Source: an optimization exercise on an open RTL-to-GDS flow (aim: small area, a short achievable clock period and few clock cycles). Production flows keep margins and buffers that such runs may drop. The RTL was checked by simulation tests, not by an equivalence proof against the original design. Power is estimated from default activity; no workload was simulated.

--- flow/run.sh ---
#!/bin/bash
# Layout flow: the standard flow (standard.sh) with two changes.
#  1. Synthesis is the standard synthesis script, except that ABC maps
#     the logic with flow/map.abc instead of ORFS's abc_area.script.  All
#     other synthesis steps, and so every register, are unchanged.
#  2. buffer_ports uses sky130_fd_sc_hd__buf_2 for the port buffers (every
#     input and output still gets its own buffer).
set -euo pipefail
W=$(pwd)
cat > "$W/my_synth.tcl" <<EOT
proc abc {args} {
  set i [lsearch -exact \$args -script]
  if {\$i >= 0} { lset args [expr {\$i+1}] $W/flow/map.abc }
  yosys abc {*}\$args
}
source $W/synth_recipe.tcl
EOT
sed "s#SYNTH_SCRIPT=[^ ]*#SYNTH_SCRIPT=$W/my_synth.tcl#" standard.sh > my_standard.sh
grep -q "SYNTH_SCRIPT=$W/my_synth.tcl" my_standard.sh
export BUFFER_PORTS_ARGS="-buffer_cell sky130_fd_sc_hd__buf_2"
bash my_standard.sh > standard.log 2>&1
--- flow/map.abc ---
&get -n
&st
&dch
&nf -R 1000
&put
topo
stime -c
buffer -c
upsize -c
dnsize -c
--- standard.sh ---
#!/bin/bash
# synth_recipe.tcl (not shown) runs the flow's synth.tcl, then flattens the netlist and writes it again
# the make line also repeats each setting of config.mk as NAME=value (left out here)
make -C /OpenROAD-flow-scripts/flow DESIGN_CONFIG=/design/flow/config.mk WORK_HOME=/design/flow/orfs CLKGATE_MAP_FILE= SYNTH_SCRIPT=/design/flow/synth_recipe.tcl "${@:-finish}"
--- config.mk ---
export PLATFORM = sky130hd
export DESIGN_NAME = FAdd
export DESIGN_NICKNAME = FAdd
export VERILOG_FILES = /design/flow/design.v
export SDC_FILE = /design/flow/constraint.sdc
export NUM_CORES = 4
export LEC_CHECK = 0
export ABC_AREA = 1
export CAP_MARGIN = 20
export CORE_MARGIN = 2
export CORE_UTILIZATION = 30
export CTS_BUF_LIST = sky130_fd_sc_hd__clkbuf_8
export SETUP_SLACK_MARGIN = 1.5
export SLEW_MARGIN = 20
--- constraint.sdc ---
create_clock -name core_clock -period 10.0 [get_ports {clk}]
set_input_delay 2.0000 -clock core_clock [delete_from_list [all_inputs] [get_ports {clk}]]
set_output_delay 2.0000 -clock core_clock [all_outputs]
set_load 0.01 [all_outputs]
--- design.v ---
module FAdd(
    input rst,
    input clk,
    input  [31:0]               a,
    input  [31:0]               b,
    output reg [31:0]           c,
    output reg [2:0]            state
);
    wire a_s = a[31];
    wire b_s = b[31];
    wire [7:0] a_e = a[30:23];
    wire [7:0] b_e = b[30:23];
    wire a_h = |a_e;
    wire b_h = |b_e;
    wire a_max = &a_e;
    wire b_max = &b_e;
    wire a_mz = ~|a[22:0];
    wire b_mz = ~|b[22:0];
    wire a_inf = a_max & a_mz;
    wire b_inf = b_max & b_mz;
    wire any_nan = (a_max & ~a_mz) | (b_max & ~b_mz) | (a_inf & b_inf & (a_s ^ b_s));
    wire any_inf = a_inf | b_inf;
    wire swap, same;
    fa_gt #(31) u_cmp(.a(b[30:0]), .b(a[30:0]), .gt(swap), .eq(same));
    wire [7:0] ea1 = {a_e[7:1], a_e[0] | ~a_h};    
    wire [7:0] eb1 = {b_e[7:1], b_e[0] | ~b_h};
    wire [7:0] d = swap ? eb1 - ea1 : ea1 - eb1;
    wire [7:0] e_big = swap ? eb1 : ea1;
    wire s_big = swap ? b_s : a_s;
    wire [23:0] m_big = swap ? {b_h, b[22:0]} : {a_h, a[22:0]};
    wire [23:0] m_sml = swap ? {a_h, a[22:0]} : {b_h, b[22:0]};
    wire sub = a_s ^ b_s;
    wire big = |d[7:5];
    reg [25:0] t;
    reg        st;
    integer k;
    always @* begin
        t = {m_sml, 2'b00};
        st = 1'b0;
        for (k = 0; k < 5; k = k + 1)
            if (d[k]) begin
                st = st | |(t & ((26'd1 << (1 << k)) - 1));
                t = t >> (1 << k);
            end
    end
    wire [25:0] al = big ? 26'd0 : t;
    wire sticky = big ? |m_sml : st;
    wire [27:0] op_s = {1'b0, al, sticky};
    wire [27:0] sum;
    fa_add #(28) u_add(.x({1'b0, m_big, 3'b000}), .y(op_s ^ {28{sub}}), .ci(sub), .s(sum));
    reg first_n;               
    reg [27:0] r_sum;
    reg [7:0]  r_e;
    reg        r_s;
    reg        r_nan;
    reg        r_inf;
    always @(posedge clk) begin
        first_n <= rst;
        if (!first_n) begin
            r_sum <= sum;
            r_e   <= e_big;
            r_s   <= s_big & ~(sub & same);    
            r_nan <= any_nan;
            r_inf <= any_inf;
        end
    end
    reg [27:0] lim;
    integer i;
    always @* begin
        for (i = 0; i < 28; i = i + 1)
            lim[i] = (r_e == 27 - i);
    end
    wire [27:0] lz_in = r_sum | lim;
    wire [4:0] lz;
    fa_lzc u_lzc(.x({lz_in, 4'b0000}), .n(lz), .zero());
    wire [27:0] n = r_sum << lz;
    wire [7:0] ex = {8{n[27]}} & (r_e + 8'd1 - {3'b0, lz});
    wire rnd = n[3] & (n[2] | n[1] | n[0] | n[4]);
    wire [30:0] pk;
    fa_inc #(31) u_inc(.x({ex, n[26:4]}), .ci(rnd), .s(pk));
    wire ovf = (r_e == 8'd254) & r_sum[27];
    always @* begin
        state = {3{first_n}};
        if (r_nan)
            c = 32'h7f800001;
        else if (r_inf | ovf)
            c = {r_s, 8'hff, 23'd0};
        else
            c = {r_s, pk};
    end
endmodule
module fa_add #(parameter N = 28) (
    input  [N-1:0] x,
    input  [N-1:0] y,
    input          ci,
    output [N-1:0] s
);
    localparam M = N + 1;
    reg [M-1:0] g, p, gn, pn;
    integer l, i;
    always @* begin
        g = {x & y, ci};
        p = {x ^ y, 1'b0};
        for (l = 1; l < M; l = l * 2) begin
            gn = g; pn = p;
            for (i = 0; i < M; i = i + 1)
                if ((i / l) % 2 == 1) begin
                    gn[i] = g[i] | (p[i] & g[(i/l)*l - 1]);
                    pn[i] = p[i] & p[(i/l)*l - 1];
                end
            g = gn; p = pn;
        end
    end
    assign s = x ^ y ^ g[M-2:0];
endmodule
module fa_inc #(parameter N = 31) (
    input  [N-1:0] x,
    input          ci,
    output [N-1:0] s
);
    reg [N-1:0] p, pn;
    integer l, i;
    always @* begin
        p = x;
        for (l = 1; l < N; l = l * 2) begin
            pn = p;
            for (i = 0; i < N; i = i + 1)
                if ((i / l) % 2 == 1) pn[i] = p[i] & p[(i/l)*l - 1];
            p = pn;
        end
    end
    assign s = x ^ ({p[N-2:0], 1'b1} & {N{ci}});
endmodule
module fa_gt #(parameter N = 31) (
    input  [N-1:0] a,
    input  [N-1:0] b,
    output         gt,
    output         eq
);
    reg [N-1:0] g, e, gn, en;
    integer l, i;
    always @* begin
        g = a & ~b;
        e = ~(a ^ b);
        for (l = 1; l < N; l = l * 2) begin
            gn = g; en = e;
            for (i = 0; i < N; i = i + 1)
                if ((i / l) % 2 == 1) begin
                    gn[i] = g[i] | (e[i] & g[(i/l)*l - 1]);
                    en[i] = e[i] & e[(i/l)*l - 1];
                end
            g = gn; e = en;
        end
    end
    assign gt = g[N-1];
    assign eq = e[N-1];
endmodule
module fa_lzc (
    input  [31:0] x,
    output [4:0]  n,
    output        zero
);
    reg [15:0] z0;  reg [15:0] c0;       
    reg [7:0]  z1;  reg [15:0] c1;       
    reg [3:0]  z2;  reg [11:0] c2;       
    reg [1:0]  z3;  reg [7:0]  c3;       
    integer i;
    always @* begin
        for (i = 0; i < 16; i = i + 1) begin
            z0[i] = ~x[2*i+1] & ~x[2*i];
            c0[i] = ~x[2*i+1];
        end
        for (i = 0; i < 8; i = i + 1) begin
            z1[i] = z0[2*i+1] & z0[2*i];
            c1[2*i +: 2] = z0[2*i+1] ? {1'b1, c0[2*i]} : {1'b0, c0[2*i+1]};
        end
        for (i = 0; i < 4; i = i + 1) begin
            z2[i] = z1[2*i+1] & z1[2*i];
            c2[3*i +: 3] = z1[2*i+1] ? {1'b1, c1[2*(2*i) +: 2]} : {1'b0, c1[2*(2*i+1) +: 2]};
        end
        for (i = 0; i < 2; i = i + 1) begin
            z3[i] = z2[2*i+1] & z2[2*i];
            c3[4*i +: 4] = z2[2*i+1] ? {1'b1, c2[3*(2*i) +: 3]} : {1'b0, c2[3*(2*i+1) +: 3]};
        end
    end
    assign n = z3[1] ? {1'b1, c3[3:0]} : {1'b0, c3[7:4]};
    assign zero = z3[1] & z3[0];
endmodule
==> results.cfg, run 1 <==
[routing]
drt-initial-drc-count = 458
wire_per_inst_um = 15.1
routed_wirelength_mm = 24.3
dr.pass1.iters = 5
ant_nets = 0
vias = 8321
viasPerCell = 5.20
drcViolationCount = 0

[cts]
ctsHoldBuffers = 0
root_buffer = clkbuf_8
clk_latency_ns = 0.29
numCtsBuffers = 5
htree_levels = 2
cts_tree = done
cts_buffer_depth = 2
clock-sinks = 40
clkTransAtPathRegs_ns = 0.08

[cells_and_area]
final_area_um2 = 9470
post-route-util_pct = 34.1
drive_above_1_share_pct = 14.1
final_cell_mix = nor2_1, mux2i_1, nand2_1
area.growth.synth_to_final_pct = 12.2
fillerInstances = 3068
antenna_cells = 0
layout_commonest_cell = nor2_1
nets = 1372

[timing]
worst_pin_slew_ns = 0.767
drv_slew = 0
relSlewSlack_pct = 48.6
rsz0062_at_grt = false
hold_slack_ns = 0.898
setup_tns_ns = 0
timing.fmax_mhz = 125
period_minus_slack_ns = 8.01
final-setup-viol-count = 0
hold_viol_final = 0
fin_worst_skew_ns = 0.00715
finalCritPeriodShare_pct = 80.1
layout_setup_ws_ns = 1.99

[synth]
synthMuxAreaShare_pct = 15.4
synth_top_area_share_pct = 14.9
synth-xor-area-share_pct = 6.62
synthCells = 1157
synthAdderAreaFrac_pct = 13.0
synth_area_per_cell_um2 = 7.30
synth_top_family_by_area = simple AND/OR/NAND/NOR gates
ys_ff_latch = 40
ys_async_sr_fraction_pct = 0
synth_compound_area_share_pct = 20.9
syn-num-nets = 1307
yosysTopAreaCell = mux2i_1
synth_area_leaders = mux2i_1, edfxtp_1, ha_1
synth.distinct_cells = 74
synth-simple-area-share_pct = 22.5
synthFlopType = edfxtp_1
synth-edff-count = 39
yosysSeqAreaShare_pct = 14.1
netlist_area_um2 = 8450
yosysWarnings = 5

[setup_path]
max_stage_delay_ns = 0.52
start_kind = register
crit_path_top_delay_cell = a311oi_1
cp.required_ns = 8.00
critPathArrivalTime_ns = 6.01
crit_path_end_kind = primary output
reg2reg_depth = 2
rrSetupSlack_ns = 8.84
critPathKind = reg -> out
path_max_fanout = 29

[placed_design]
portBuffers = 100
dp_hpwl_mm = 20.7
dp_slack_ns = 0.967
place_area_um2 = 9250
routabilityCongestion = 0.946

[hold_path]
hold_depth = 2
hold_path_class = reg -> reg

[die]
die_h_um = 172
rows = 61
die_area_um2 = 29500
core_um2 = 27800
initial_core_util_pct = 30.4
chipWidth_um = 172
ioPinCount = 101

[global_routing]
grt_pass1_wl_mm = 38.9
grt_pass1_vias = 7697
grt_max_degree = 45
antenna_found_initial = 0
grt.overflow.total = 0
grt_usage_pct = 16.3

[pwr]
power_density_nw_per_um2 = 194
max-vdd-ir-drop_mv = 0.0651
p_leak_nw = 4.14

[outcome]
status = no timing/DRC/antenna violations

[job]
maxCapViolations = 0
-- timing repair --
item | CTS | global route
buffers inserted | 1 | 2
pin swaps | 1 | 1
endpoints found under the setup margin | 28 | 38
gates resized for setup | 2 | 13
-- per-stage QoR --
step	std cells	power (mW)
after floorplan	1157	1.32
after global placement	1589	1.67
after detailed placement	1589	1.68
after CTS	1598	1.82
after global routing	1601	2.02
final	1601	1.84
-- per-layer routing --
layer | up-vias | share of wire, % | track usage [%] | routed length [um]
met1 | 3774 | 49 | 22.6 | 11900
met5 | - | 0 | 0 | 0
met3 | 45 | 3.0 | 0.391 | 734
met4 | 0 | 2.8 | 5.52 | 671
met2 | 203 | 45 | 27.1 | 10900
li1 | 4299 | - | - | -
-- flip-flops by register name, indices dropped and copies added (netlist names) --
| register | cells |
|---|---|
| first_n | 1 |
| r_e | 8 |
| r_inf | 1 |
| r_nan | 1 |
| r_s | 1 |
| r_sum | 28 |
-- path summary, 6_finish.rpt --
kind	from	end
worst min register to register	first_n	r_sum[14]
worst max register to register	first_n	r_sum[23]
worst max-delay path	r_e[6]	c[29]
worst min-delay path	first_n	r_sum[14]
-- kinds of logic (layout without fill, tap and decap cells) --
group	after synthesis	in the layout
XOR/XNOR	63	63
adder cells (fa/ha/maj)	84	84
buffers and inverters	143	209
AO/OA/AOI/OAI	296	296
multiplexers	129	129
flip-flops	40	40
AND/OR/NAND/NOR	402	402
-- Yosys cell counts (3+ instances only) --
cell / instances
a21o_1: 11
buf_4: 12
xor2_1: 12
nor3_1: 16
xnor2_1: 50
nand3_1: 18
and2_1: 9
inv_2: 9
buf_2: 4
o21ai_1: 23
o21ai_0: 63
a31oi_1: 18
nor2_2: 3
buf_6: 6
nand2b_1: 6
o31ai_1: 4
a311oi_1: 17
and3_1: 17
mux2i_1: 126
o22ai_1: 11
o211ai_1: 4
nand2_1: 125
edfxtp_1: 39
nor4_1: 19
a21oi_1: 111
clkbuf_1: 35
ha_1: 78
nor2_1: 131
a211oi_1: 12
nand4_1: 26
fa_1: 6
inv_1: 73
a2111oi_0: 3
nor2b_1: 9
-- power breakdown --
| part | internal [mW] | leakage [nW] | switching (mW) | total, mW |
|---|---|---|---|---|
| clock network | 0.0751 | 0.0548 | 0.0561 | 0.131 |
| registers | 0.253 | 0.395 | 0.0481 | 0.301 |
| logic | 0.556 | 3.69 | 0.849 | 1.41 |
-- worst max-delay path: cells and delay by family (launching register included) --
family | cells | cell delay [ns]
flip-flops | 1 | 0.36
buffers and inverters | 6 | 0.80
multiplexers | 1 | 0.27
AO/OA/AOI/OAI | 3 | 0.93
adder cells (fa/ha/maj) | 1 | 0.20
AND/OR/NAND/NOR | 16 | 3.12
-- final cells by class --
cell class	count	area (um2)	share of cell area, %
inverters	84	322	3.39
well taps	378	473	4.99
multi-input cells	974	6710	70.8
repair buffers	117	664	7.01
clock inverters	3	46.3	0.489
clock buffers	5	68.8	0.726
flip-flops and latches	40	1190	12.6
Testbench counts, summed over its fixed seeds: cycles 24,000.
==> run 2: changes to the inputs <==
--- a/config.mk
+++ b/config.mk
@@ -8,7 +8,8 @@
 export ABC_AREA = 1
 export CAP_MARGIN = 20
 export CORE_MARGIN = 2
-export CORE_UTILIZATION = 30
+export CORE_UTILIZATION = 40
 export CTS_BUF_LIST = sky130_fd_sc_hd__clkbuf_8
+export PLACE_DENSITY = 0.7
 export SETUP_SLACK_MARGIN = 1.5
 export SLEW_MARGIN = 20
==> results.cfg, run 2 <==
[synth]
ys_ff_latch = 40
yosysMostFrequentCell = nor2_1
synth.distinct_cells = 74
yosysWarnings = 5
netlist_area_um2 = 8450
synthFlopType = edfxtp_1
synthCells = 1157
netlist_top_cells_count = nor2_1, mux2i_1, nand2_1, a21oi_1, ha_1
synth-edff-count = 39
ys_async_sr_fraction_pct = 0
syn-num-nets = 1307
yosysSeqAreaShare_pct = 14.1
synth_area_leaders = mux2i_1, edfxtp_1, ha_1
synth_top_area_share_pct = 14.9
synth_area_per_cell_um2 = 7.30
yosysTopAreaCell = mux2i_1

[cts]
cts_tree = done
cts_buffer_depth = 2
clkTransAtPathRegs_ns = 0.08
htree_levels = 2
clock-sinks = 40
numCtsBuffers = 5
root_buffer = clkbuf_8
clk_latency_ns = 0.30

[global_routing]
grt.overflow.total = 0
antenna_found_initial = 0
grt_usage_pct = 21.1
grt_pass1_vias = 7654
grt_max_degree = 89
grt_pass1_wl_mm = 38.3

[timing]
rsz0062_at_grt = false
worst_pin_slew_ns = 1.05
finalCritPeriodShare_pct = 81.7
drv_slew = 0
relSlewSlack_pct = 30.0
setup_tns_ns = 0
timing.fmax_mhz = 122
final-setup-viol-count = 0
period_minus_slack_ns = 8.17
hold_viol_final = 0
fin_worst_skew_ns = 0.00327

[pwr]
p_clk_share_pct = 7.3
p_leak_nw = 4.14
p_total_mw = 1.85
p_seq_share_pct = 16.3
p_sw_share_pct = 52.1
power_density_nw_per_um2 = 197
p_int_mw = 0.884
max-vdd-ir-drop_mv = 0.0640
comb_power_share_pct = 76.4
p_switching_mw = 0.963

[cells_and_area]
largest-register = r_sum
antenna_cells = 0
drive_above_1_share_pct = 14.4
area.growth.synth_to_final_pct = 11.0
largest_reg_flops = 28
final_cell_mix = nor2_1, mux2i_1, nand2_1
reg_top3 = r_sum (28), r_e (8)
post-route-util_pct = 44.9
layout_commonest_cell = nor2_1
nets = 1374

[die]
rows = 53
initial_core_util_pct = 40.4
ioPinCount = 101
die_area_um2 = 22300
die_h_um = 149
core_um2 = 20900
chipWidth_um = 149

[placed_design]
portBuffers = 100
routabilityCongestion = 0.963
dp_hpwl_mm = 19.8

[routing]
vias = 8587
viasPerCell = 5.72
wire_per_inst_um = 16.2
wl_met1_mm = 10.9
drt-initial-drc-count = 622
route.met3.wl_mm = 1.09
routed.top_layer = met4
drcViolationCount = 0
ant_nets = 0
met2_length_mm = 11.6
routed_wirelength_mm = 24.3
dr.pass1.iters = 6

[job]
maxCapViolations = 0

[setup_path]
crit_path_end_kind = primary output
critPathArrivalTime_ns = 6.17
start_kind = register
path_max_fanout = 29
cp.required_ns = 8.00
critPathKind = reg -> out

[outcome]
status = no timing/DRC/antenna violations

[hold_path]
hold_path_class = reg -> reg
[run 2: cell types whose count changed in the layout (fill, tap and decap cells not counted)]
| cell | before | now |
|---|---|---|
| a21oi_2 | 0 | 1 |
| a311oi_1 | 16 | 14 |
| a311oi_2 | 2 | 4 |
| buf_12 | 1 | 0 |
| buf_16 | 1 | 0 |
| clkbuf_16 | 0 | 1 |
| mux2i_2 | 1 | 3 |
| nor2_2 | 4 | 3 |
| nor2_4 | 1 | 2 |
| nor2b_1 | 8 | 9 |
| nor2b_2 | 1 | 0 |
[run 2: kinds of logic after synthesis]
logic type / count (synthesis) / synth area share (%)
xor gates and xnor gates: 63 / 6.62
muxes: 129 / 15.4
and+or+nand+nor: 402 / 22.5
AOI/OAI and AO/OA: 296 / 20.9
buffers and inverters: 143 / 7.51
adders and majority gates: 84 / 13.0
DFF: 40 / 14.1
[run 2: final timing paths]
check        slack, ns     from         to  cells past startpoint
max reg2reg       8.86  first_n  r_sum[24]                      2
min reg2reg       0.88  first_n   r_sum[8]                      2
min               0.88  first_n   r_sum[8]                      2
max               1.83   r_e[6]      c[29]                     27
[run 2: through the flow]
step	area (um2)	hold WS, ns	worst slack (ns)	instances
final	9370	0.884	1.83	1500
after global routing	9370	0.953	1.50	1500
after CTS	9280	0.902	1.57	1496
after detailed placement	9110	0.881	0.890	1483
after global placement	9110	0.872	1.07	1483
after floorplan	8450	1.13	2.24	1157
[run 2: what timing repair did]
item,CTS,global route
setup endpoints to repair,14,29
gates cloned,2,2
setup buffers,3,2
pin swaps,2,2
gates resized for setup,2,12
endpoints found under the hold margin,0,0
hold buffers,0,0
[run 2: critical path, cell delays in order (launching register included)]
cell	delay, ns
edfxtp_1	0.37
inv_1	0.07
ha_1	0.20
nor3b_4	0.21
a311oi_1	0.48
nand2_1	0.20
nor4_4	0.46
inv_4	0.19
a311oi_2	0.40
a211oi_4	0.05
buf_4	0.27
mux2i_1	0.31
and2_1	0.20
nand2_1	0.08
nor2_2	0.14
and3_1	0.20
and2_2	0.18
inv_2	0.05
nor3_4	0.20
and3_1	0.22
and2_2	0.18
nand2_1	0.07
or2_4	0.27
inv_2	0.10
nand2_4	0.09
or4_1	0.40
nand3_1	0.10
buf_2	0.14
[run 2: area by class of cell]
type	count	area [um2]
Multi-Input combinational cell	977	6760
Inverter	84	322
Timing Repair Buffer	116	642
Clock buffer	5	68.8
Sequential cell	40	1190
Tap cell	275	344
Clock inverter	3	46.3
Fill cell	2161	11500
[run 2: power by group through the flow]
stage	clock network [mW]	logic, mW	registers (mW)
2_1_floorplan	0	1.04	0.283
3_3_place_gp	0	1.35	0.300
3_5_place_dp	0	1.37	0.303
4_1_cts	0.138	1.38	0.299
5_1_grt	0.144	1.56	0.307
6_report	0.134	1.41	0.301
[run 2: routing by layer]
layer	global-route usage [%]	vias up
met1	27.7	3932
met2	37.4	294
met4	6.81	0
li1	-	4313
met3	0.673	48
met5	0	-
==> run 3: changes to the inputs <==
--- a/config.mk
+++ b/config.mk
@@ -6,10 +6,9 @@
 export NUM_CORES = 4
 export LEC_CHECK = 0
 export ABC_AREA = 1
-export CAP_MARGIN = 20
+export CAP_MARGIN = 0
 export CORE_MARGIN = 2
 export CORE_UTILIZATION = 40
 export CTS_BUF_LIST = sky130_fd_sc_hd__clkbuf_8
-export PLACE_DENSITY = 0.7
 export SETUP_SLACK_MARGIN = 1.5
-export SLEW_MARGIN = 20
+export SLEW_MARGIN = 0
==> results.cfg, run 3 <==
[placed_design]
dp_hpwl_mm = 20.5
dp_slack_ns = 0.967
routabilityCongestion = 0.947
portBuffers = 100

[global_routing]
grt_max_degree = 106
grt_pass1_wl_mm = 38.7
grt_usage_pct = 21.4
grt_pass1_vias = 7633
grt.overflow.total = 0
antenna_found_initial = 0

[setup_path]
start_kind = input port
r2r_start = first_n
critPathArrivalTime_ns = 8.13
cp.required_ns = 10.03
path_common_cell = a21oi_1
crit_path_top_delay_cell = a2111oi_0
crit_path_end_kind = register
max_stage_delay_ns = 0.37
reg2reg_depth = 2
path_max_fanout = 53
critPathKind = in -> reg
startpoint = a[11]

[timing]
period_minus_slack_ns = 8.10
drv_slew = 0
hold_viol_final = 0
setup_tns_ns = 0
worst_pin_slew_ns = 1.13
final-setup-viol-count = 0
relSlewSlack_pct = 24.4
fin_worst_skew_ns = 0.00316
timing.fmax_mhz = 124
hold_slack_ns = 0.880
layout_setup_ws_ns = 1.90
finalCritPeriodShare_pct = 81.0
rsz0062_at_grt = true

[cells_and_area]
fillerInstances = 2201
drive_above_1_share_pct = 14.5
layout_commonest_cell = nor2_1
antenna_cells = 0
area.growth.synth_to_final_pct = 11.2
largest-register = r_sum
largest_reg_flops = 28
post-route-util_pct = 44.9
nets = 1376
final_cell_mix = nor2_1, mux2i_1, nand2_1
reg_top3 = r_sum (28), r_e (8)

[synth]
netlist_area_um2 = 8450
yosysWarnings = 5
synth_area_per_cell_um2 = 7.30
synth_top_area_share_pct = 14.9
synth_area_leaders = mux2i_1, edfxtp_1, ha_1
syn-num-nets = 1307
yosysMostFrequentCell = nor2_1
netlist_top_cells_count = nor2_1, mux2i_1, nand2_1, a21oi_1, ha_1
ys_async_sr_fraction_pct = 0
ys_ff_latch = 40
synthFlopType = edfxtp_1
yosysSeqAreaShare_pct = 14.1
synth.distinct_cells = 74
synth-edff-count = 39
synthCells = 1157
yosysTopAreaCell = mux2i_1

[cts]
root_buffer = clkbuf_8
cts_tree = done
clk_latency_ns = 0.29
clkTransAtPathRegs_ns = 0.08
clock-sinks = 40
cts_buffer_depth = 2
numCtsBuffers = 5
htree_levels = 2

[die]
initial_core_util_pct = 40.4
ioPinCount = 101
chipWidth_um = 149
core_um2 = 20900
die_h_um = 149
die_area_um2 = 22300
rows = 53

[pwr]
p_leak_nw = 4.17
power_density_nw_per_um2 = 194
p_total_mw = 1.82
max-vdd-ir-drop_mv = 0.0532

[hold_path]
hold_depth = 2
worstHoldStart = first_n
hold_path_class = reg -> reg

[routing]
drt-initial-drc-count = 579
routed_wirelength_mm = 24.9
ant_nets = 0
drcViolationCount = 0
wire_per_inst_um = 16.6
vias = 8443
dr.pass1.iters = 6
viasPerCell = 5.62

[outcome]
status = no timing/DRC/antenna violations

[job]
maxCapViolations = 0
==> run 3: cell counts after synthesis <==
Identical to the previous run, type by type.
==> run 3: cell type report <==
cell class	count	area, um2	share of cell area [%]
clock buffers	5	68.8	0.733
clock inverters	3	18.8	0.200
inverters	84	322	3.42
multi-input cells	975	6770	72.1
flip-flops and latches	40	1190	12.7
well taps	275	344	3.66
repair buffers	120	672	7.16
==> run 3: kinds of logic (layout without fill, tap and decap cells) <==
family,Yosys count,after routing,synth area share [%]
fa+ha+maj,84,84,13.0
xor+xnor,63,63,6.62
simple gates,402,403,22.5
flops,40,40,14.1
buf+inv,143,212,7.51
compound gates,296,296,20.9
mux,129,129,15.4
==> run 3: worst paths after layout <==
check	to	slack, ns
setup / recovery	r_sum[27]	1.90
hold / removal	r_sum[13]	0.88
setup reg to reg	r_sum[25]	8.86
hold reg to reg	r_sum[13]	0.88
==> run 3: timing repair <==
| item | in CTS | in global routing |
|---|---|---|
| hold buffers | 0 | 0 |
| cloned | 0 | 2 |
| setup buffers | 0 | 6 |
| pin swaps | 0 | 2 |
| setup endpoints to repair | 7 | 35 |
| resized for setup | 2 | 18 |
==> run 3: where the power goes <==
part	internal, mW	switching, mW	total, mW
Clock	0.0481	0.0549	0.103
Sequential	0.253	0.0502	0.303
Combinational	0.562	0.851	1.41
==> run 3: layer usage <==
metal  global-route usage, %  share of wire [%]  vias up
li1                        -                  -     4317
met1                    27.7                 45     3858
met2                    38.7                 49      234
met3                   0.581                3.6       34
met4                    6.86                2.4        0
met5                       0                  0        -
==> run 3: worst max-delay path, delay by kind of cell <==
family / cells / cell delay (ns)
AOI/OAI and AO/OA: 18 / 3.44
adders and majority gates: 2 / 0.63
xor gates and xnor gates: 3 / 0.43
buffers and inverters: 5 / 0.77
and+or+nand+nor: 4 / 0.84
==> run 3: through the flow <==
stage          std cells  instance area, um2
4_1_cts             1494                9230
3_5_place_dp        1486                9130
5_1_grt             1502                9390
2_1_floorplan       1157                8450
6_report            1502                9390
3_3_place_gp        1486                9130
==> run 4: changes to the inputs <==
==> flow/map.abc (replaced) <==
&get -n
&st
&dch
&nf -R 1000
&put
topo
dnsize -c
--- a/config.mk
+++ b/config.mk
@@ -6,9 +6,9 @@
 export NUM_CORES = 4
 export LEC_CHECK = 0
 export ABC_AREA = 1
-export CAP_MARGIN = 0
+export CAP_MARGIN = 20
 export CORE_MARGIN = 2
 export CORE_UTILIZATION = 40
 export CTS_BUF_LIST = sky130_fd_sc_hd__clkbuf_8
 export SETUP_SLACK_MARGIN = 1.5
-export SLEW_MARGIN = 0
+export SLEW_MARGIN = 20
==> results.cfg, run 4 <==
[setup_path]
crit_path_end_kind = primary output
critPathKind = reg -> out
start_kind = register
startpoint = r_e[6]
path_common_cell = mux2i_1
max_stage_delay_ns = 0.73
reg2reg_to = r_sum[9]
critPathArrivalTime_ns = 6.09
reg2reg_depth = 2
crit_chain = clkinv_1 -> ha_1 -> and3_2 -> a311o_1 -> nand2b_1 -> nor2_2 -> a31oi_2 -> o21ai_2 -> mux2i_1 -> mux2i_1 -> mux2i_1 -> a21oi_1 -> o21ai_0 -> nand2b_1 -> nor4_1 -> nand2_1 -> or2_1 -> clkinv_1 -> nand2_2 -> or4_1 -> nand3_1 -> buf_2
path_max_fanout = 14
rrSetupSlack_ns = 8.87
cp.required_ns = 8.00
r2r_start = first_n
crit_path_top_delay_cell = o21ai_2

[hold_path]
hold_path_class = reg -> reg
hold_end = r_e[4]
worstHoldStart = first_n
hold_depth = 2

[synth]
synth_area_leaders = mux2i_1, edfxtp_1, ha_1
yosysMostFrequentCell = nor2_1
syn-num-nets = 1251
synth_area_per_cell_um2 = 7.29
synth_top_area_share_pct = 15.8
ys_ff_latch = 40
yosysSeqAreaShare_pct = 14.8
yosysTopAreaCell = mux2i_1
synth-edff-count = 39
ys_async_sr_fraction_pct = 0
synthFlopType = edfxtp_1
netlist_area_um2 = 8020
netlist_top_cells_count = nor2_1, nand2_1, mux2i_1, a21oi_1, o21ai_0
synth.distinct_cells = 47
yosysWarnings = 5
synthCells = 1101

[cts]
clkTransAtPathRegs_ns = 0.07
numCtsBuffers = 5
clk_latency_ns = 0.29
cts_buffer_depth = 2
clock-sinks = 40
cts_tree = done
htree_levels = 2
root_buffer = clkbuf_8

[die]
core_um2 = 19600
ioPinCount = 101
rows = 51
die_area_um2 = 21200
chipWidth_um = 146
initial_core_util_pct = 41.0
die_h_um = 146

[global_routing]
antenna_found_initial = 0
grt_pass1_wl_mm = 38.6
grt.overflow.total = 0
grt_max_degree = 106
grt_pass1_vias = 7746
grt_usage_pct = 21.9

[timing]
rsz0062_at_grt = true
hold_viol_final = 0
setup_tns_ns = 0
period_minus_slack_ns = 8.09
drv_slew = 0
relSlewSlack_pct = 44.6
timing.fmax_mhz = 124
layout_setup_ws_ns = 1.91
finalCritPeriodShare_pct = 80.9
worst_pin_slew_ns = 0.831
fin_worst_skew_ns = 0.00385
final-setup-viol-count = 0

[pwr]
power_density_nw_per_um2 = 190
max-vdd-ir-drop_mv = 0.0577
p_leak_nw = 3.94

[routing]
dr.pass1.iters = 6
drcViolationCount = 0
viasPerCell = 5.56
ant_nets = 0
routed_wirelength_mm = 24.0
vias = 8351
drt-initial-drc-count = 418
wire_per_inst_um = 16.0

[cells_and_area]
reg_top3 = r_sum (28), r_e (8)
largest_reg_flops = 28
nets = 1387
layout_commonest_cell = nor2_1
final_area_um2 = 9710
antenna_cells = 0
final_cell_mix = nor2_1, mux2i_1, nand2_1
largest-register = r_sum
area.growth.synth_to_final_pct = 21.1
drive_above_1_share_pct = 16.8

[placed_design]
dp_slack_ns = 1.04
routabilityCongestion = 0.927
portBuffers = 100
dp_hpwl_mm = 20.3
place_area_um2 = 9370

[job]
maxCapViolations = 0

[outcome]
status = no timing/DRC/antenna violations
[run 4: cell types whose count changed after synthesis, moves of 11 or more]
cell / delta
clkinv_1: +83
inv_1: -73
clkbuf_1: -35
o21ai_0: +25
o21ai_1: -23
and2_0: +11
[run 4: power breakdown]
group | total, mW | switching [mW] | leakage [nW] | internal (mW)
logic | 1.44 | 0.866 | 3.50 | 0.574
clock network | 0.0991 | 0.0522 | 0.0505 | 0.0469
registers | 0.304 | 0.0507 | 0.395 | 0.253
total | 1.84 | 0.969 | 3.94 | 0.874
[run 4: cell type report]
type	count	area, um2
flip-flops and latches	40	1190
clock buffers	5	68.8
multi-input cells	976	7000
clock inverters	3	12.5
fillers	2039	9880
well taps	265	332
repair buffers	130	742
inverters	84	372
[run 4: worst max-delay path: cells and delay by family, from the launching register on]
family | cells | cell delay (ns)
buf+inv | 3 | 0.33
compound gates | 5 | 1.65
mux | 3 | 0.72
flops | 1 | 0.36
fa+ha+maj | 1 | 0.21
simple gates | 10 | 2.55
[run 4: through the flow]
stage / hold WS, ns / utilization, % / instances / total power [mW]
3_5_place_dp: 0.914 / 47.8 / 1483 / 1.68
4_1_cts: 0.934 / 48.8 / 1496 / 1.81
2_1_floorplan: 1.12 / - / 1101 / 1.30
3_3_place_gp: 0.899 / 47.8 / 1483 / 1.68
5_1_grt: 0.985 / 49.6 / 1503 / 2.01
6_report: 0.912 / 49.6 / 1503 / 1.84
[run 4: layer usage]
metal / part of all wire (%) / global-route usage, %
met5: 0 / 0
met4: 3.6 / 7.94
met3: 2.4 / 0.627
met2: 49 / 40.1
met1: 45 / 27.4
[run 4: logic make-up after synthesis]
family / after synthesis / share of synthesized area [%]
flops: 40 / 14.8
simple gates: 402 / 22.7
fa+ha+maj: 84 / 13.7
buf+inv: 87 / 4.21
mux: 129 / 16.1
compound gates: 296 / 21.6
xor+xnor: 63 / 6.88
[run 4: worst max-delay path by stage]
stage	cells past startpoint	slack, ns	endpoint
floorplan	22	0.20	r_sum[15]
global placement	28	1.19	c[30]
detailed placement	28	1.04	c[30]
global route	30	1.42	c[29]
CTS	30	1.58	c[29]
finish	22	1.91	c[29]
[run 4: repair_timing]
item / in CTS / in global routing
hold endpoints to repair: 0 / 0
gates cloned: 1 / 1
resized for setup: 13 / 23
pin swaps: 3 / 3
buffers inserted: 4 / 6
hold buffers: 0 / 0
endpoints found under the setup margin: 19 / 20
==> run 5: changes to the inputs <==
==> flow/map.abc (replaced) <==
&get -n
&st
&dch
&nf -R 1000
&put
topo
stime -c
buffer -c
upsize -c
dnsize -c
--- a/config.mk
+++ b/config.mk
@@ -8,7 +8,7 @@
 export ABC_AREA = 1
 export CAP_MARGIN = 20
 export CORE_MARGIN = 2
-export CORE_UTILIZATION = 40
+export CORE_UTILIZATION = 70
 export CTS_BUF_LIST = sky130_fd_sc_hd__clkbuf_8
 export SETUP_SLACK_MARGIN = 1.5
 export SLEW_MARGIN = 20
==> results.cfg, run 5 <==
[routing]
dr.pass1.iters = 5
wire_per_inst_um = 18.0
routed_wirelength_mm = 24.6
drcViolationCount = 0
ant_nets = 0
viasPerCell = 6.55
drt-initial-drc-count = 962
vias = 8975

[placed_design]
dp_hpwl_mm = 19.7
routabilityCongestion = 1.08
portBuffers = 100

[die]
core_um2 = 11900
chipWidth_um = 114
die_h_um = 114
ioPinCount = 101
rows = 40
die_area_um2 = 13000
initial_core_util_pct = 70.9

[synth]
synth_top_area_share_pct = 14.9
yosysTopAreaCell = mux2i_1
synth_area_per_cell_um2 = 7.30
netlist_area_um2 = 8450
yosysSeqAreaShare_pct = 14.1
synth_area_leaders = mux2i_1, edfxtp_1, ha_1
netlist_top_cells_count = nor2_1, mux2i_1, nand2_1, a21oi_1, ha_1
ys_ff_latch = 40
synthFlopType = edfxtp_1
yosysMostFrequentCell = nor2_1
synth-edff-count = 39
synth.distinct_cells = 74
syn-num-nets = 1307
ys_async_sr_fraction_pct = 0
yosysWarnings = 5
synthCells = 1157

[cells_and_area]
reg_top3 = r_sum (28), r_e (8)
area.growth.synth_to_final_pct = 9.17
layout_commonest_cell = nor2_1
final_cell_mix = nor2_1, nand2_1, mux2i_1
fillerInstances = 944
antenna_cells = 0
largest_reg_flops = 28
nets = 1373
post-route-util_pct = 77.4
largest-register = r_sum
drive_above_1_share_pct = 14.4

[pwr]
max-vdd-ir-drop_mv = 0.105
p_leak_nw = 4.15
power_density_nw_per_um2 = 203
p_switching_mw = 0.985
p_sw_share_pct = 52.6
p_seq_share_pct = 16.2
p_clk_share_pct = 7.0
comb_power_share_pct = 76.8
p_int_mw = 0.888
p_total_mw = 1.87

[setup_path]
cp.required_ns = 8.00
crit_path_end_kind = primary output
path_common_cell = ha_1
critPathBufInv = 4
crit_chain = inv_1 -> ha_1 -> nor3b_4 -> buf_12 -> a311oi_2 -> nand2_2 -> nor2_2 -> o21a_1 -> clkinvlp_4 -> ha_1 -> ha_1 -> a21oi_1 -> nand2_1 -> a21o_1 -> a21oi_1 -> xnor2_1 -> and2_1 -> or4_1 -> nand3_1 -> buf_2
critPathArrivalTime_ns = 6.19
max_stage_delay_ns = 0.79
start_kind = register
crit_path_top_delay_cell = o21a_1
path_delay_family = simple AND/OR/NAND/NOR gates
critPathKind = reg -> out
path_max_fanout = 23

[timing]
relSlewSlack_pct = 40.8
setup_tns_ns = 0
period_minus_slack_ns = 8.19
final-setup-viol-count = 0
hold_slack_ns = 0.890
finalCritPeriodShare_pct = 81.9
drv_slew = 0
hold_viol_final = 0
fin_worst_skew_ns = 0.00976
worst_pin_slew_ns = 0.888
rsz0062_at_grt = true
timing.fmax_mhz = 122

[cts]
cts_tree = done
clkTransAtPathRegs_ns = 0.08
clk_latency_ns = 0.30
numCtsBuffers = 5
htree_levels = 2
cts_buffer_depth = 2
clock-sinks = 40
root_buffer = clkbuf_8

[global_routing]
grt.overflow.total = 0
grt_usage_pct = 36.3
grt_max_degree = 95
grt_pass1_wl_mm = 38.0
grt_pass1_vias = 7927
antenna_found_initial = 0

[hold_path]
hold_path_class = reg -> reg

[outcome]
status = no timing/DRC/antenna violations

[job]
maxCapViolations = 0
[run 5: worst paths after layout]
kind | from | end | slack, ns | cells after the start
hold / removal | first_n | r_sum[6] | 0.89 | 2
setup reg to reg | first_n | r_e[1] | 8.83 | 2
setup / recovery | r_e[6] | c[29] | 1.81 | 20
hold reg to reg | first_n | r_sum[6] | 0.89 | 2
[run 5: tightest hold or removal path, cell delays in order (launching register included)]
cell and delay [ns]:
dfxtp_1 0.35, inv_1 0.05, buf_4 0.27
[run 5: power by group through the flow]
stage	logic, mW	clock network [mW]	registers (mW)
6_report	1.44	0.131	0.304
2_1_floorplan	1.04	0	0.283
5_1_grt	1.57	0.137	0.307
4_1_cts	1.39	0.132	0.297
3_5_place_dp	1.38	0	0.301
3_3_place_gp	1.36	0	0.299
[run 5: per-layer routing]
| layer | track usage [%] | routed length (um) | up-vias |
|---|---|---|---|
| met5 | 0 | 0 | - |
| met4 | 16.3 | 1110 | 0 |
| met3 | 3.08 | 1780 | 88 |
| met2 | 63.1 | 11800 | 488 |
| met1 | 46.0 | 9920 | 4098 |
| li1 | - | - | 4301 |
[run 5: kinds of logic (layout without fill, tap and decap cells)]
group,Yosys count,in the layout,share of synthesized area (%)
XOR/XNOR,63,63,6.62
AND/OR/NAND/NOR,402,402,22.5
adder cells (fa/ha/maj),84,84,13.0
multiplexers,129,129,15.4
buffers and inverters,143,210,7.51
flip-flops,40,40,14.1
AO/OA/AOI/OAI,296,296,20.9
[run 5: area by class of cell]
type                    count  area (um2)  share of cell area [%]
clock inverters             3        42.5                   0.461
clock buffers               5        68.8                   0.746
well taps                 147         184                    1.99
inverters                  84         322                    3.49
multi-input cells         974        6720                    72.9
repair buffers            118         689                    7.48
flip-flops and latches     40        1190                    12.9
[run 5: what timing repair did]
item	CTS	global route
gates cloned	0	1
buffers inserted	1	6
hold buffers	0	0
endpoints found under the hold margin	0	0
resized for setup	0	12
endpoints found under the setup margin	15	34
pin swaps	1	2
[run 5: metrics by stage]
stage | setup WS (ns) | area, um2 | cells
2_1_floorplan | 2.24 | 8450 | 1157
3_3_place_gp | 1.32 | 8940 | 1354
3_5_place_dp | 1.28 | 8940 | 1354
4_1_cts | 1.53 | 9060 | 1363
5_1_grt | 1.44 | 9220 | 1371
6_report | 1.81 | 9220 | 1371
==> run 6: changes to the inputs <==
--- a/config.mk
+++ b/config.mk
@@ -8,7 +8,7 @@
 export ABC_AREA = 1
 export CAP_MARGIN = 20
 export CORE_MARGIN = 2
-export CORE_UTILIZATION = 70
+export CORE_UTILIZATION = 55
 export CTS_BUF_LIST = sky130_fd_sc_hd__clkbuf_8
-export SETUP_SLACK_MARGIN = 1.5
+export SETUP_SLACK_MARGIN = 2.0
 export SLEW_MARGIN = 20
==> results.cfg, run 6 <==
[synth]
ys_async_sr_fraction_pct = 0
synthFlopType = edfxtp_1
ys_ff_latch = 40
synth-edff-count = 39
netlist_top_cells_count = nor2_1, mux2i_1, nand2_1, a21oi_1, ha_1
synth_top_area_share_pct = 14.9
yosysTopAreaCell = mux2i_1
synth_area_leaders = mux2i_1, edfxtp_1, ha_1
syn-num-nets = 1307
synth_area_per_cell_um2 = 7.30
yosysSeqAreaShare_pct = 14.1
yosysMostFrequentCell = nor2_1
synthCells = 1157
synth.distinct_cells = 74
yosysWarnings = 5
netlist_area_um2 = 8450

[setup_path]
cp.required_ns = 8.00
path_max_fanout = 29
critPathBufInv = 8
max_stage_delay_ns = 0.41
crit_path_top_delay_cell = or4_1
start_kind = register
path_delay_family = simple AND/OR/NAND/NOR gates
crit_path_end_kind = primary output
critPathKind = reg -> out
critPathArrivalTime_ns = 5.71

[routing]
dr.pass1.iters = 6
viasPerCell = 5.98
drt-initial-drc-count = 670
routed_wirelength_mm = 24.9
vias = 8576
ant_nets = 0
wire_per_inst_um = 17.4
drcViolationCount = 0

[cells_and_area]
final_area_um2 = 9790
reg_top3 = r_sum (28), r_e (8)
drive_above_1_share_pct = 18.2
final_cell_mix = nor2_1, nand2_1, mux2i_1
antenna_cells = 0
post-route-util_pct = 64.9
largest_reg_flops = 28
layout_commonest_cell = nor2_1
largest-register = r_sum
area.growth.synth_to_final_pct = 16.0
fillerInstances = 1399
nets = 1394

[cts]
root_buffer = clkbuf_8
cts_tree = done
clkTransAtPathRegs_ns = 0.08
clk_latency_ns = 0.29
cts_buffer_depth = 2
numCtsBuffers = 5
clock-sinks = 40
htree_levels = 2
ctsHoldBuffers = 0

[pwr]
p_switching_mw = 1.00
max-vdd-ir-drop_mv = 0.112
p_int_mw = 0.963
p_clk_share_pct = 7.7
p_leak_nw = 4.34
comb_power_share_pct = 76.4
p_seq_share_pct = 15.9
p_sw_share_pct = 51.0
power_density_nw_per_um2 = 201

[die]
rows = 45
die_area_um2 = 16400
ioPinCount = 101
core_um2 = 15100
die_h_um = 128
initial_core_util_pct = 56.0
chipWidth_um = 128

[timing]
rsz0062_at_grt = true
period_minus_slack_ns = 7.71
fin_worst_skew_ns = 0.0125
timing.fmax_mhz = 130
setup_tns_ns = 0
hold_viol_final = 0
hold_slack_ns = 0.886
drv_slew = 0
final-setup-viol-count = 0
worst_pin_slew_ns = 0.809
finalCritPeriodShare_pct = 77.1
relSlewSlack_pct = 45.9

[global_routing]
grt_max_degree = 65
grt_usage_pct = 28.8
grt_pass1_wl_mm = 37.7
antenna_found_initial = 0
grt_pass1_vias = 7439
grt.overflow.total = 0

[job]
maxCapViolations = 0

[outcome]
status = no timing/DRC/antenna violations

[placed_design]
dp_hpwl_mm = 20.2
portBuffers = 100
place_area_um2 = 9000
routabilityCongestion = 0.948

[hold_path]
hold_path_class = reg -> reg
-- run 6: cell counts after synthesis --
Identical to the previous run, type by type.
-- run 6: logic make-up after synthesis --
group | count (synthesis) | share of synthesized area [%]
compound gates | 296 | 20.9
mux | 129 | 15.4
xor+xnor | 63 | 6.62
fa+ha+maj | 84 | 13.0
simple gates | 402 | 22.5
flops | 40 | 14.1
buf+inv | 143 | 7.51
-- run 6: cell type report --
| class | count | area (um2) | area share, % |
|---|---|---|---|
| Tap cell | 188 | 235 | 2.40 |
| Clock buffer | 5 | 68.8 | 0.703 |
| Clock inverter | 3 | 63.8 | 0.652 |
| Multi-Input combinational cell | 974 | 6960 | 71.1 |
| Inverter | 84 | 322 | 3.28 |
| Sequential cell | 40 | 1190 | 12.2 |
| Timing Repair Buffer | 139 | 950 | 9.70 |
-- run 6: per-layer routing --
metal  vias to the layer above  share of wire [%]  GRT usage [%]
li1                       4359                  -              -
met1                      3863                 44           38.8
met2                       316                 49           50.5
met3                        38                5.7           1.84
met4                         0                2.1           7.18
met5                         -                  0              0
-- run 6: repair_timing --
item	in CTS	in global routing
pin swaps	2	8
setup buffers	2	21
setup endpoints to repair	34	41
hold endpoints to repair	0	0
gates resized for setup	11	63
gates cloned	0	4
-- run 6: final timing paths --
| check | start | to | slack, ns | cells past startpoint |
|---|---|---|---|---|
| worst min-delay path | first_n | r_sum[4] | 0.89 | 2 |
| worst max register to register | first_n | r_sum[26] | 8.84 | 2 |
| worst max-delay path | r_e[6] | c[29] | 2.29 | 29 |
| worst min register to register | first_n | r_sum[4] | 0.89 | 2 |
-- run 6: power groups by stage --
stage / logic [mW] / clock network (mW) / registers (mW)
finish: 1.50 / 0.151 / 0.311
global route: 1.65 / 0.162 / 0.316
CTS: 1.39 / 0.155 / 0.302
detailed placement: 1.38 / 0 / 0.305
global placement: 1.38 / 0 / 0.304
floorplan: 1.04 / 0 / 0.283
-- run 6: worst register-to-register path, delay by kind of cell (launching register included) --
family | cells | cell delay, ns
buffers and inverters | 2 | 0.45
flip-flops | 1 | 0.33
-- run 6: through the flow --
stage	cells	worst slack, ns	total power [mW]
floorplan	1157	2.24	1.32
global placement	1398	1.39	1.68
detailed placement	1398	1.35	1.68
CTS	1408	1.99	1.85
global route	1433	1.92	2.12
finish	1433	2.29	1.96
==> run 7: changes to the inputs <==
--- a/config.mk
+++ b/config.mk
@@ -8,7 +8,7 @@
 export ABC_AREA = 1
 export CAP_MARGIN = 20
 export CORE_MARGIN = 2
-export CORE_UTILIZATION = 55
+export CORE_UTILIZATION = 30
 export CTS_BUF_LIST = sky130_fd_sc_hd__clkbuf_8
 export SETUP_SLACK_MARGIN = 2.0
 export SLEW_MARGIN = 20
==> results.cfg, run 7 <==
[cells_and_area]
reg_top3 = r_sum (28), r_e (8)
seq_area_um2 = 1190
fillerInstances = 3000
antenna_cells = 0
drive_above_1_share_pct = 18.2
multi_input_area_um2 = 6980
largest_reg_flops = 28
largest-register = r_sum
final_cell_mix = nor2_1, nand2_1, mux2i_1
layout_commonest_cell = nor2_1
area.growth.synth_to_final_pct = 18.9
finalNonFillerCells = 1628
final_area_um2 = 10000
post-route-util_pct = 36.1
nets = 1399

[setup_path]
critPathArrivalTime_ns = 5.72
path_delay_family = simple AND/OR/NAND/NOR gates
critPathKind = reg -> out
start_kind = register
crit_path_top_delay_cell = or4_1
critPathBufInv = 7
path_max_fanout = 15
reg2reg_depth = 2
crit_path_end_kind = primary output
cp.required_ns = 8.00
path_depth = 28
max_stage_delay_ns = 0.41

[placed_design]
routabilityCongestion = 0.946
dp_slack_ns = 0.967
placed_cells = 1589
place_area_um2 = 9250
dp_hpwl_mm = 20.7
portBuffers = 100

[routing]
routed_wirelength_mm = 25.5
vias = 8562
wire_per_inst_um = 15.7
dr.pass1.iters = 5
drt-initial-drc-count = 523
viasPerCell = 5.26
drcViolationCount = 0
ant_nets = 0

[cts]
numCtsBuffers = 5
htree_levels = 2
clock-sinks = 40
root_buffer = clkbuf_8
cts_tree = done
clkTransAtPathRegs_ns = 0.08
cts_buffer_depth = 2
clk_latency_ns = 0.29

[synth]
synth.distinct_cells = 74
yosysTopAreaCell = mux2i_1
ys_async_sr_fraction_pct = 0
netlist_area_um2 = 8450
yosysSeqAreaShare_pct = 14.1
synth_top_area_share_pct = 14.9
netlist_top_cells_count = nor2_1, mux2i_1, nand2_1, a21oi_1, ha_1
synthFlopType = edfxtp_1
synth-edff-count = 39
yosysMostFrequentCell = nor2_1
synth_area_per_cell_um2 = 7.30
synthCells = 1157
synth_area_leaders = mux2i_1, edfxtp_1, ha_1
syn-num-nets = 1307
yosysWarnings = 5
ys_ff_latch = 40

[die]
die_area_um2 = 29500
chipWidth_um = 172
ioPinCount = 101
die_h_um = 172
rows = 61
initial_core_util_pct = 30.4
core_um2 = 27800

[global_routing]
grt_pass1_wl_mm = 39.4
grt_usage_pct = 16.5
grt_pass1_vias = 7756
grt_max_degree = 45
grt.overflow.total = 0
antenna_found_initial = 0

[timing]
period_minus_slack_ns = 7.72
timing.fmax_mhz = 130
layout_setup_ws_ns = 2.28
worst_pin_slew_ns = 0.760
final-setup-viol-count = 0
rsz0062_at_grt = false
finalCritPeriodShare_pct = 77.2
relSlewSlack_pct = 49.1
hold_slack_ns = 0.898
hold_viol_final = 0
drv_slew = 0
setup_tns_ns = 0
fin_worst_skew_ns = 0.00726

[pwr]
p_seq_share_pct = 16.0
p_switching_mw = 0.997
p_clk_share_pct = 6.8
p_total_mw = 1.93
p_leak_nw = 4.33
p_int_mw = 0.936
comb_power_share_pct = 77.3
power_density_nw_per_um2 = 193
max-vdd-ir-drop_mv = 0.0667
p_sw_share_pct = 51.6

[job]
maxCapViolations = 0

[hold_path]
hold_depth = 2
hold_path_class = reg -> reg

[outcome]
status = no timing/DRC/antenna violations
-- run 7: cell count changes in the layout (fill, tap and decap cells not counted), sizes merged --
cell	delta
inv	-2
clkbuf	-1
clkinvlp	+2
mux2i	+3
clkinv	+1
buf	+2
-- run 7: repair_timing --
| action | CTS | global route |
|---|---|---|
| hold buffers | 0 | 0 |
| gates resized for setup | 13 | 59 |
| pin swaps | 2 | 11 |
| setup buffers | 3 | 21 |
| cloned | 1 | 6 |
| endpoints found under the setup margin | 42 | 39 |
-- run 7: kinds of logic after synthesis --
kind of cell             after synthesis  synth area share (%)
XOR/XNOR                              63                  6.62
flip-flops                            40                  14.1
multiplexers                         129                  15.4
buffers and inverters                143                  7.51
AO/OA/AOI/OAI                        296                  20.9
adder cells (fa/ha/maj)               84                  13.0
AND/OR/NAND/NOR                      402                  22.5
-- run 7: power by group through the flow --
stage	clock network, mW	logic, mW	registers [mW]
after detailed placement	0	1.38	0.305
after global routing	0.142	1.65	0.316
after global placement	0	1.37	0.302
after floorplan	0	1.04	0.283
final	0.131	1.49	0.308
after CTS	0.135	1.40	0.303
-- run 7: worst paths after layout --
path                 from         to  slack (ns)
setup / recovery   r_e[6]      c[29]        2.28
hold / removal    first_n  r_sum[14]        0.90
setup reg to reg  first_n  r_sum[23]        8.84
hold reg to reg   first_n  r_sum[14]        0.90
-- run 7: routing by layer --
metal | routed length, um | up-vias | GRT usage, %
li1 | - | 4357 | -
met1 | 12200 | 3896 | 22.8
met2 | 11700 | 257 | 27.6
met3 | 851 | 52 | 0.391
met4 | 849 | 0 | 5.88
met5 | 0 | - | 0
-- run 7: area by class of cell --
cell class / instances / area share, %
Sequential cell: 40 / 11.9
Inverter: 84 / 3.35
Timing Repair Buffer: 140 / 9.30
Timing Repair inverter: 1 / 0.0499
Multi-Input combinational cell: 977 / 69.6
Clock buffer: 5 / 0.686
Tap cell: 378 / 4.71
Clock inverter: 3 / 0.461
-- run 7: worst reg2reg max path, cell delays in order, from the launching register on --
cell,delay (ns)
dfxtp_1,0.33
inv_1,0.05
buf_4,0.40
==> run 8: changes to the inputs <==
--- a/config.mk
+++ b/config.mk
@@ -8,7 +8,9 @@
 export ABC_AREA = 1
 export CAP_MARGIN = 20
 export CORE_MARGIN = 2
-export CORE_UTILIZATION = 30
+export CORE_UTILIZATION = 55
 export CTS_BUF_LIST = sky130_fd_sc_hd__clkbuf_8
-export SETUP_SLACK_MARGIN = 2.0
+export CTS_CLUSTER_DIAMETER = 300
+export CTS_CLUSTER_SIZE = 40
+export SETUP_SLACK_MARGIN = 1.5
 export SLEW_MARGIN = 20
==> results.cfg, run 8 <==
[die]
initial_core_util_pct = 56.0
chipWidth_um = 128
rows = 45
die_area_um2 = 16400
die_h_um = 128
core_um2 = 15100
ioPinCount = 101

[synth]
synth_area_leaders = mux2i_1, edfxtp_1, ha_1
synth.distinct_cells = 74
syn-num-nets = 1307
ys_ff_latch = 40
yosysTopAreaCell = mux2i_1
synthFlopType = edfxtp_1
netlist_top_cells_count = nor2_1, mux2i_1, nand2_1, a21oi_1, ha_1
yosysSeqAreaShare_pct = 14.1
synth-edff-count = 39
synth_area_per_cell_um2 = 7.30
ys_async_sr_fraction_pct = 0
synthCells = 1157
netlist_area_um2 = 8450
yosysMostFrequentCell = nor2_1
yosysWarnings = 5
synth_top_area_share_pct = 14.9

[cts]
clk_latency_ns = 0.29
cts_tree = done
clkTransAtPathRegs_ns = 0.08
cts_buffer_depth = 2
htree_levels = 2
clock-sinks = 40
numCtsBuffers = 5
ctsHoldBuffers = 0
root_buffer = clkbuf_8

[hold_path]
hold_path_class = reg -> reg
worstHoldStart = first_n

[timing]
worst_pin_slew_ns = 0.798
final-setup-viol-count = 0
rsz0062_at_grt = false
timing.fmax_mhz = 124
layout_setup_ws_ns = 1.93
fin_worst_skew_ns = 0.0112
period_minus_slack_ns = 8.07
hold_viol_final = 0
finalCritPeriodShare_pct = 80.7
setup_tns_ns = 0
relSlewSlack_pct = 46.6
drv_slew = 0

[setup_path]
critPathKind = reg -> out
cp.required_ns = 8.00
start_kind = register
r2r_start = first_n
crit_chain = inv_2 -> a311oi_1 -> nand2_1 -> nor4_4 -> inv_4 -> o21a_1 -> inv_1 -> nand2_1 -> nor2_2 -> and3_1 -> and2_2 -> inv_2 -> nor3_4 -> and3_1 -> and2_2 -> nand2_1 -> or2_4 -> inv_2 -> nand2_4 -> or4_1 -> nand3_1 -> buf_2
max_stage_delay_ns = 0.66
startpoint = r_e[1]
critPathBufInv = 6
path_delay_family = simple AND/OR/NAND/NOR gates
path_max_fanout = 23
critPathArrivalTime_ns = 6.07
crit_path_top_delay_cell = edfxtp_1
crit_path_end_kind = primary output

[routing]
drt-initial-drc-count = 578
routed_wirelength_mm = 23.9
wire_per_inst_um = 17.0
vias = 8410
viasPerCell = 5.96
drcViolationCount = 0
ant_nets = 0
dr.pass1.iters = 6

[cells_and_area]
layout_commonest_cell = nor2_1
reg_top3 = r_sum (28), r_e (8)
nets = 1371
area.growth.synth_to_final_pct = 9.33
drive_above_1_share_pct = 14.1
antenna_cells = 0
largest-register = r_sum
largest_reg_flops = 28
final_area_um2 = 9230
post-route-util_pct = 61.2
final_cell_mix = nor2_1, mux2i_1, nand2_1

[global_routing]
antenna_found_initial = 0
grt_pass1_vias = 7431
grt_max_degree = 65
grt_pass1_wl_mm = 37.6
grt_usage_pct = 28.7
grt.overflow.total = 0

[pwr]
p_total_mw = 1.86
p_clk_share_pct = 8.1
max-vdd-ir-drop_mv = 0.111
comb_power_share_pct = 75.5
p_sw_share_pct = 51.4
p_seq_share_pct = 16.3
power_density_nw_per_um2 = 202
p_int_mw = 0.906
p_switching_mw = 0.958
p_leak_nw = 4.14

[placed_design]
dp_hpwl_mm = 20.2
routabilityCongestion = 0.948
portBuffers = 100
dp_slack_ns = 1.35
place_area_um2 = 9000

[outcome]
status = no timing/DRC/antenna violations

[job]
maxCapViolations = 0
-- run 8: cell counts after synthesis --
No cell type changed its count.
-- run 8: path summary, 6_finish.rpt --
path	slack, ns	depth (start not counted)	end
max	1.93	22	c[29]
min	0.88	2	r_sum[4]
max reg2reg	8.84	2	r_sum[26]
min reg2reg	0.88	2	r_sum[4]
-- run 8: layout make-up --
type	instances	area [um2]
clock buffer	5	68.8
tap	188	235
inverter	84	322
multi-input combinational	974	6710
fill	1455	5860
timing repair buffer	116	644
sequential	40	1190
clock inverter	3	63.8
-- run 8: cell families (layout without fill, tap and decap cells) --
logic type	Yosys count	in the layout	share of synthesized area, %
AOI/OAI and AO/OA	296	296	20.9
xor gates and xnor gates	63	63	6.62
adders and majority gates	84	84	13.0
buffers and inverters	143	208	7.51
DFF	40	40	14.1
muxes	129	129	15.4
and+or+nand+nor	402	402	22.5
-- run 8: per-stage QoR --
stage	hold slack (ns)	cells
CTS	0.902	1407
global placement	0.870	1398
finish	0.884	1410
detailed placement	0.883	1398
global route	0.949	1410
floorplan	1.13	1157
-- run 8: tightest hold or removal path: stages, from the launching register on --
cell and delay [ns]:
dfxtp_1 0.35, inv_1 0.05, buf_4 0.26
-- run 8: metal layers --
layer	GRT usage, %	up-vias	part of all wire, %
li1	-	4307	-
met4	6.92	0	2.1
met3	2.00	38	5.5
met5	0	-	0
met2	50.5	300	48
met1	38.6	3765	45
-- run 8: timing repair --
action | CTS | global route
setup endpoints to repair | 14 | 24
setup buffers | 1 | 3
hold endpoints to repair | 0 | 0
pin swaps | 1 | 1
resized for setup | 1 | 16
-- run 8: power by group through the flow --
| stage | registers (mW) | clock network, mW | logic (mW) |
|---|---|---|---|
| detailed placement | 0.305 | 0 | 1.38 |
| CTS | 0.301 | 0.155 | 1.39 |
| floorplan | 0.283 | 0 | 1.04 |
| global route | 0.308 | 0.161 | 1.56 |
| global placement | 0.304 | 0 | 1.38 |
| finish | 0.304 | 0.151 | 1.41 |
==> run 9: changes to the inputs <==
--- a/config.mk
+++ b/config.mk
@@ -8,9 +8,6 @@
 export ABC_AREA = 1
 export CAP_MARGIN = 20
 export CORE_MARGIN = 2
-export CORE_UTILIZATION = 55
-export CTS_BUF_LIST = sky130_fd_sc_hd__clkbuf_8
-export CTS_CLUSTER_DIAMETER = 300
-export CTS_CLUSTER_SIZE = 40
+export CORE_UTILIZATION = 40
 export SETUP_SLACK_MARGIN = 1.5
 export SLEW_MARGIN = 20
==> results.cfg, run 9 <==
[synth]
synth_compound_area_share_pct = 20.9
synthAdderAreaFrac_pct = 13.0
yosysSeqAreaShare_pct = 14.1
synthFlopType = edfxtp_1
yosysTopAreaCell = mux2i_1
synth-simple-area-share_pct = 22.5
yosysWarnings = 5
synth-xor-area-share_pct = 6.62
synth_area_per_cell_um2 = 7.30
yosysMostFrequentCell = nor2_1
synthMuxAreaShare_pct = 15.4
synth-edff-count = 39
ys_ff_latch = 40
synth.distinct_cells = 74
netlist_top_cells_count = nor2_1, mux2i_1, nand2_1, a21oi_1, ha_1
synth_top_family_by_area = simple AND/OR/NAND/NOR gates
synth_top_area_share_pct = 14.9
syn-num-nets = 1307
synthCells = 1157
ys_async_sr_fraction_pct = 0
netlist_area_um2 = 8450
synth_area_leaders = mux2i_1, edfxtp_1, ha_1

[setup_path]
max_stage_delay_ns = 0.48
start_kind = register
cp.required_ns = 8.00
path_max_fanout = 29
startpoint = r_e[6]
path_common_cell = nand2_1
path_delay_family = simple AND/OR/NAND/NOR gates
critPathKind = reg -> out
r2r_start = first_n
critPathArrivalTime_ns = 6.11
critPathBufInv = 7
crit_path_top_delay_cell = a311oi_1
crit_path_end_kind = primary output

[cells_and_area]
largest_reg_flops = 28
final_cell_mix = nor2_1, mux2i_1, nand2_1
fillerInstances = 2198
reg_top3 = r_sum (28), r_e (8)
antenna_cells = 0
drive_above_1_share_pct = 14.4
multi_input_area_um2 = 6750
seq_area_um2 = 1190
area.growth.synth_to_final_pct = 11.6
layout_commonest_cell = nor2_1
largest-register = r_sum
nets = 1375

[die]
chipWidth_um = 149
core_um2 = 20900
initial_core_util_pct = 40.4
die_area_um2 = 22300
die_h_um = 149
rows = 53
ioPinCount = 101

[timing]
setup_tns_ns = 0
relSlewSlack_pct = 38.5
fin_worst_skew_ns = 0.00295
final-setup-viol-count = 0
rsz0062_at_grt = true
period_minus_slack_ns = 8.11
drv_slew = 0
worst_pin_slew_ns = 0.918
hold_slack_ns = 0.879
hold_viol_final = 0
finalCritPeriodShare_pct = 81.1
timing.fmax_mhz = 123

[routing]
wire_per_inst_um = 16.4
viasPerCell = 5.62
vias = 8443
routed_wirelength_mm = 24.7
dr.pass1.iters = 5
drcViolationCount = 0
drt-initial-drc-count = 540
ant_nets = 0

[cts]
htree_levels = 2
root_buffer = clkbuf_16
clkTransAtPathRegs_ns = 0.06
clock-sinks = 40
clk_latency_ns = 0.28
cts_buffer_depth = 2
numCtsBuffers = 5
cts_tree = done

[hold_path]
worstHoldStart = first_n
hold_path_class = reg -> reg

[placed_design]
routabilityCongestion = 0.947
dp_hpwl_mm = 20.5
portBuffers = 100

[pwr]
p_total_mw = 1.86
p_leak_nw = 4.18
power_density_nw_per_um2 = 198
max-vdd-ir-drop_mv = 0.0693

[outcome]
status = no timing/DRC/antenna violations

[global_routing]
grt_max_degree = 106
antenna_found_initial = 0
grt_pass1_vias = 7647
grt_pass1_wl_mm = 38.7
grt_usage_pct = 21.4
grt.overflow.total = 0

[job]
maxCapViolations = 0
==> run 9: cell types whose count changed in the layout (fill, tap and decap cells not counted), sizes merged <==
cell      delta
clkbuf       +1
inv          -1
clkinv       +1
bufinv       -2
buf          +3
clkinvlp     +2
==> run 9: per-layer routing <==
metal | GRT usage (%) | vias up | share of wire [%]
li1 | - | 4318 | -
met1 | 27.6 | 3853 | 45
met2 | 38.6 | 238 | 49
met3 | 0.581 | 34 | 4.1
met4 | 7.10 | 0 | 2.5
met5 | 0 | - | 0
==> run 9: worst paths after layout <==
kind / end / slack, ns / cells past startpoint
worst max-delay path: c[29] / 1.89 / 28
worst min-delay path: r_sum[13] / 0.88 / 2
worst max register to register: r_sum[25] / 8.86 / 2
worst min register to register: r_sum[13] / 0.88 / 2
==> run 9: cell families after synthesis <==
group	after synthesis
adder cells (fa/ha/maj)	84
flip-flops	40
XOR/XNOR	63
buffers and inverters	143
AND/OR/NAND/NOR	402
multiplexers	129
AO/OA/AOI/OAI	296
==> run 9: tightest hold or removal path, cell delays in order (launching register included) <==
cell and delay, ns:
dfxtp_1 0.35, inv_1 0.05, buf_4 0.26
==> run 9: through the flow <==
| step | instances | instance area, um2 | setup WS [ns] | utilization (%) |
|---|---|---|---|---|
| final | 1501 | 9420 | 1.89 | 45.1 |
| after global routing | 1501 | 9420 | 1.48 | 45.1 |
| after CTS | 1494 | 9290 | 1.63 | 44.5 |
| after detailed placement | 1486 | 9130 | 0.967 | 43.7 |
| after global placement | 1486 | 9130 | 1.06 | 43.7 |
| after floorplan | 1157 | 8450 | 2.24 | - |
==> run 9: layout make-up <==
type                            instances  share of cell area (%)
Multi-Input combinational cell        974                    71.6
Sequential cell                        40                    12.6
Timing Repair Buffer                  120                    7.13
Tap cell                              275                    3.65
Inverter                               84                    3.41
Clock buffer                            5                    1.33
Clock inverter                          3                   0.199
==> run 9: report_power, final <==
part | internal [mW] | switching, mW
sequential | 0.254 | 0.0487
clock | 0.0913 | 0.0603
combinational | 0.561 | 0.848
==> run 9: repair_timing <==
action                                  CTS  global route
cloned                                    0             1
buffers inserted                          0             6
gates resized for setup                   3            15
pin swaps                                 0             2
hold buffers                              0             0
endpoints found under the setup margin    7            30

==> static timing again, ports no longer ideal <==
Ports are ideal in the flow. The routed layouts listed here were re-timed in OpenROAD.
Step 1 assumes that a clkbuf_16 drives the clock port and a buf_2 every other input.
Step 2 moves the port delays by t, midway between the first and last clock arrival at a register: inputs arrive t later, outputs are due t later. That takes back most of the time a late clock gives input paths.
a / b / c = ideal ports / drivers / drivers and shift; a / b = the first two.
run	t (ns)	setup WS [ns]	worst setup path at the end	clock arrival spread, ns	pins driven straight from the clock port
run 1	0.321	1.987 / 1.955 / 1.737	input to register	0.011 / 0.011	1
run 2	0.330	1.832 / 1.802 / 1.591	input to register	0.004 / 0.005	1
run 3	0.317	1.905 / 1.880 / 1.598	input to register	0.006 / 0.007	1
run 4	0.322	1.907 / 1.873 / 1.737	input to register	0.004 / 0.004	1
run 5	0.329	1.812 / 1.777 / 1.602	input to register	0.010 / 0.010	1
run 6	0.320	2.291 / 2.259 / 2.025	input to register	0.013 / 0.013	1
run 7	0.322	2.279 / 2.246 / 1.973	input to register	0.011 / 0.011	1
run 8	0.321	1.934 / 1.902 / 1.776	input to register	0.011 / 0.011	1
run 9	0.313	1.886 / 1.850 / 1.601	input to register	0.006 / 0.006	1
After both steps setup and hold are still met in every run listed. For run 3, which loses most, drivers alone change the setup slack by -0.025 ns; drivers and shift together by -0.307 ns.
